From an optimization exercise on the open Yosys and OpenROAD flow, aimed at small area, a short achievable clock period and few clock cycles; shortcuts taken in it are not production practice. In this exercise RTL edits were held to simulation tests only and were not proved equivalent to the original.

==> flow/design.v (excerpt) <==
module conv_window_unit(clk, reset, in_valid, in_ready, window, filter, filterSize,
		out_valid, value);
Size: roughly 8,100 cells after synthesis, roughly 840 I/O pins, roughly 0.087 mm^2 of cells after synthesis.
export LEC_CHECK = 0
export CAP_MARGIN = 20
export CORE_MARGIN = 2
export CORE_UTILIZATION = 40
export SLEW_MARGIN = 20
export SYNTH_HIERARCHICAL = 1
export SYNTH_MINIMUM_KEEP_SIZE = 0
create_clock -name core_clock -period 120.0 [get_ports {clk}]
run.sh (not shown) runs the stock make flow with config.mk's settings and CLKGATE_MAP_FILE= SYNTH_SCRIPT=/design/flow/synth_recipe.tcl, a recipe that flattens the netlist after the stock synthesis.
Testbench counts at the start, summed over its fixed seeds: cycles 4,973.
Next try:
==> flow/flow/run.sh (new file) <==
#!/bin/bash
# The standard layout (standard.sh, all steps), with one change: the
# buffers that global placement puts on the input and output ports are
# sky130_fd_sc_hd__buf_1 instead of the cell buffer_ports picks by default.
set -euo pipefail
export BUFFER_PORTS_ARGS="-buffer_cell sky130_fd_sc_hd__buf_1"
bash standard.sh finish > standard_finish.log 2>&1
==> flow/standard.sh (new file) <==
#!/bin/bash
# synth_recipe.tcl (not shown) runs the flow's synth.tcl, then flattens the netlist and writes it again
# the make line also repeats each setting of config.mk as NAME=value (left out here)
make -C /OpenROAD-flow-scripts/flow DESIGN_CONFIG=/design/flow/config.mk WORK_HOME=/design/flow/orfs CLKGATE_MAP_FILE= SYNTH_SCRIPT=/design/flow/synth_recipe.tcl "${@:-finish}"
removed: flow/run.sh
=> Design area drops by a few percent; sequential share of layout area climbs by 1.1 points; die area stays the same; maximum frequency climbs slightly; final cell count hardly moves; worst hold slack improved by 6.3 ps; non-clock buffer count drops by 4; utilization drops by 2.5 points; via count hardly moves; setup slack improved by 460 ps.


conv_window_unit, a different RTL version from the one above (not shown whole).
Size in the first run: roughly 840 I/O pins.
Settings: LEC_CHECK=0, CAP_MARGIN=20, CORE_MARGIN=2, CORE_UTILIZATION=40, CTS_BUF_LIST=sky130_fd_sc_hd__clkbuf_8, SLEW_MARGIN=20, SYNTH_HIERARCHICAL=1, SYNTH_MINIMUM_KEEP_SIZE=0; clock period 120.0 ns.
standard.sh (not shown) runs the stock make flow with config.mk's settings and CLKGATE_MAP_FILE= SYNTH_SCRIPT=/design/flow/synth_recipe.tcl, a recipe that flattens the netlist after the stock synthesis.
==> flow/flow/run.sh <==
#!/bin/bash
# The standard layout (standard.sh, all steps) with two changes:
# - after synthesis, flow/downsize.tcl gives the multiplier cells and the
#   window/filter load multiplexers their smallest drive strength;
# - the buffers that global placement puts on the ports are
#   sky130_fd_sc_hd__buf_1 instead of the cell buffer_ports picks by default.
set -euo pipefail
export POST_SYNTH_TCL="$PWD/flow/downsize.tcl"
export BUFFER_PORTS_ARGS="-buffer_cell sky130_fd_sc_hd__buf_1"
bash standard.sh finish > standard_finish.log 2>&1
Other scripts of this flow, unchanged in this note and not shown: flow/flow/downsize.tcl
The first run passed the timing, DRC and antenna checks.
Testbench counts at the start, summed over its fixed seeds: cycles 4,973.
Then changed:
CTS_BUF_LIST = unset   (was sky130_fd_sc_hd__clkbuf_8)
=> Non-clock buffer count stays the same; final area is about the same; via count shrinks by 0.52%.


## rev 12
conv_window_unit, a different RTL version from the one above (not shown whole).
For scale: about 7000 cells after synthesis, ~840 I/O pins.
clock: 120.0 ns
lec_check: 0
cap_margin: 10
core_margin: 2
core_utilization: 40
cts_cluster_diameter: 100
cts_cluster_size: 30
slew_margin: 10
synth_hierarchical: 1
synth_minimum_keep_size: 0
==> flow/flow/run.sh <==
#!/bin/bash
# The standard layout (standard.sh, all steps) with these changes:
# - after synthesis, flow/downsize.tcl gives the multiplier cells and the
#   window/filter load multiplexers their smallest drive strength;
# - the port buffers that global placement adds are sky130_fd_sc_hd__buf_1
#   instead of the cell buffer_ports picks by default, and before placement
#   repair flow/outbuf.tcl makes those on the output ports buf_4.
set -euo pipefail
export POST_SYNTH_TCL="$PWD/flow/downsize.tcl"
export PRE_RESIZE_TCL="$PWD/flow/outbuf.tcl"
export BUFFER_PORTS_ARGS="-buffer_cell sky130_fd_sc_hd__buf_1"
bash standard.sh finish > standard_finish.log 2>&1
==> flow/flow/outbuf.tcl <==
# Run by ORFS before placement repair (PRE_RESIZE_TCL): the buffers that
# buffer_ports put on the output ports (buf_1, see run.sh) become buf_4,
# which drive the port wire and load faster. Detailed placement, which comes
# later, legalizes them.
set db [ord::get_db]
set block [ord::get_db_block]
set buf4 [$db findMaster sky130_fd_sc_hd__buf_4]
set n 0
foreach bt [$block getBTerms] {
  if { [$bt getIoType] ne "OUTPUT" } { continue }
  set net [$bt getNet]
  if { $net eq "NULL" } { continue }
  foreach it [$net getITerms] {
    if { ![$it isOutputSignal] } { continue }
    set inst [$it getInst]
    if { [[$inst getMaster] getName] eq "sky130_fd_sc_hd__buf_1" } {
      $inst swapMaster $buf4
      incr n
    }
  }
}
puts "outbuf: $n output port buffers are now buf_4"
Other scripts of this flow, unchanged in this note and not shown: flow/flow/downsize.tcl
Rev 12 ended with every stage complete and zero timing, DRC or antenna violations.
Testbench counts of rev 12, summed over its fixed seeds: cycles 4,973.
Edits applied to the flow inputs when going from rev 12 to rev 13:
- PLACE_DENSITY newly set to 0.8
- SLEW_MARGIN changed from 10 to 20
- CAP_MARGIN changed from 10 to 20
- CORE_UTILIZATION changed from 40 to 70
diff --git a/flow/flow/outbuf.tcl b/flow/flow/outbuf.tcl
--- a/flow/flow/outbuf.tcl
+++ b/flow/flow/outbuf.tcl
@@ -3,2 +3,4 @@
-# which drive the port wire and load faster. Detailed placement, which comes
-# later, legalizes them.
+# which drive the port wire and load faster, and the flip-flops that drive
+# those buffers get the drive strength 4 (same cell type) for the wire from
+# the flip-flop to the buffer. Detailed placement, which comes later,
+# legalizes them.
@@ -8,0 +11 @@
+set nff 0
@@ -16,3 +19,17 @@
-    if { [[$inst getMaster] getName] eq "sky130_fd_sc_hd__buf_1" } {
-      $inst swapMaster $buf4
-      incr n
+    if { [[$inst getMaster] getName] ne "sky130_fd_sc_hd__buf_1" } { continue }
+    $inst swapMaster $buf4
+    incr n
+    # the flip-flop that drives the buffer
+    foreach bit [$inst getITerms] {
+      if { ![$bit isInputSignal] } { continue }
+      set inet [$bit getNet]
+      if { $inet eq "NULL" } { continue }
+      foreach dit [$inet getITerms] {
+        if { ![$dit isOutputSignal] } { continue }
+        set ff [$dit getInst]
+        set fm [[$ff getMaster] getName]
+        if { [regexp {^(sky130_fd_sc_hd__dfxtp)_[12]$} $fm -> base] } {
+          $ff swapMaster [$db findMaster ${base}_4]
+          incr nff
+        }
+      }
@@ -22 +39 @@
-puts "outbuf: $n output port buffers are now buf_4"
+puts "outbuf: $n output port buffers are now buf_4, $nff flip-flops driving them are now dfxtp_4"
==> summary.txt <==
After detailed routing, rev 12 needs more wire than rev 13.
Rev 13 gives more sequential cell area than rev 12 did.
| slew of the pin with the lowest slew margin | rev 13 vs rev 12 | 0.081 ns lower |
Fmax on rev 13 is up relative to rev 12.

[port drivers added, routing unchanged]
The flow's constraints put no driver on any port. The routed layouts listed below were extracted and timed again, unchanged, in two steps.
Step 1, drivers: a clkbuf_16 drives clk and a buf_2 each remaining input, both assumed.
Step 2 adds t to the input delays and takes it off the output delays; t is the mean of the earliest and latest rising clock arrival at the registers after step 1. Input paths then give back, and output paths get back, about the clock's delay inside the block.
a / b / c = no drivers / after step 1 / after step 2; a / b = the first two.
run | t (ns) | slack for setup (ns) | hold WS [ns] | worst setup path at the end | slew at the worst register clock pin (ns)
the first run of note 1 | 0.851 | 93.591 / 93.494 / 94.346 | 0.389 / 0.389 / 0.389 | register to output | 0.07 / 0.07
the second run of note 1 | 0.854 | 94.053 / 93.956 / 94.810 | 0.395 / 0.395 / 0.395 | register to output | 0.07 / 0.07
the first run of note 2 | 1.026 | 94.237 / 94.148 / 95.154 | 0.388 / 0.388 / 0.388 | input to register | 0.08 / 0.08
the second run of note 2 | 0.842 | 94.399 / 94.314 / 95.155 | 0.390 / 0.390 / 0.390 | register to output | 0.08 / 0.08
rev 12 | 0.805 | 94.514 / 94.425 / 95.230 | 0.388 / 0.388 / 0.388 | register to output | 0.11 / 0.11
rev 13 | 0.745 | 94.769 / 94.688 / 95.207 | 0.387 / 0.387 / 0.387 | input to register | 0.12 / 0.12
After both steps every run listed still meets setup and hold.
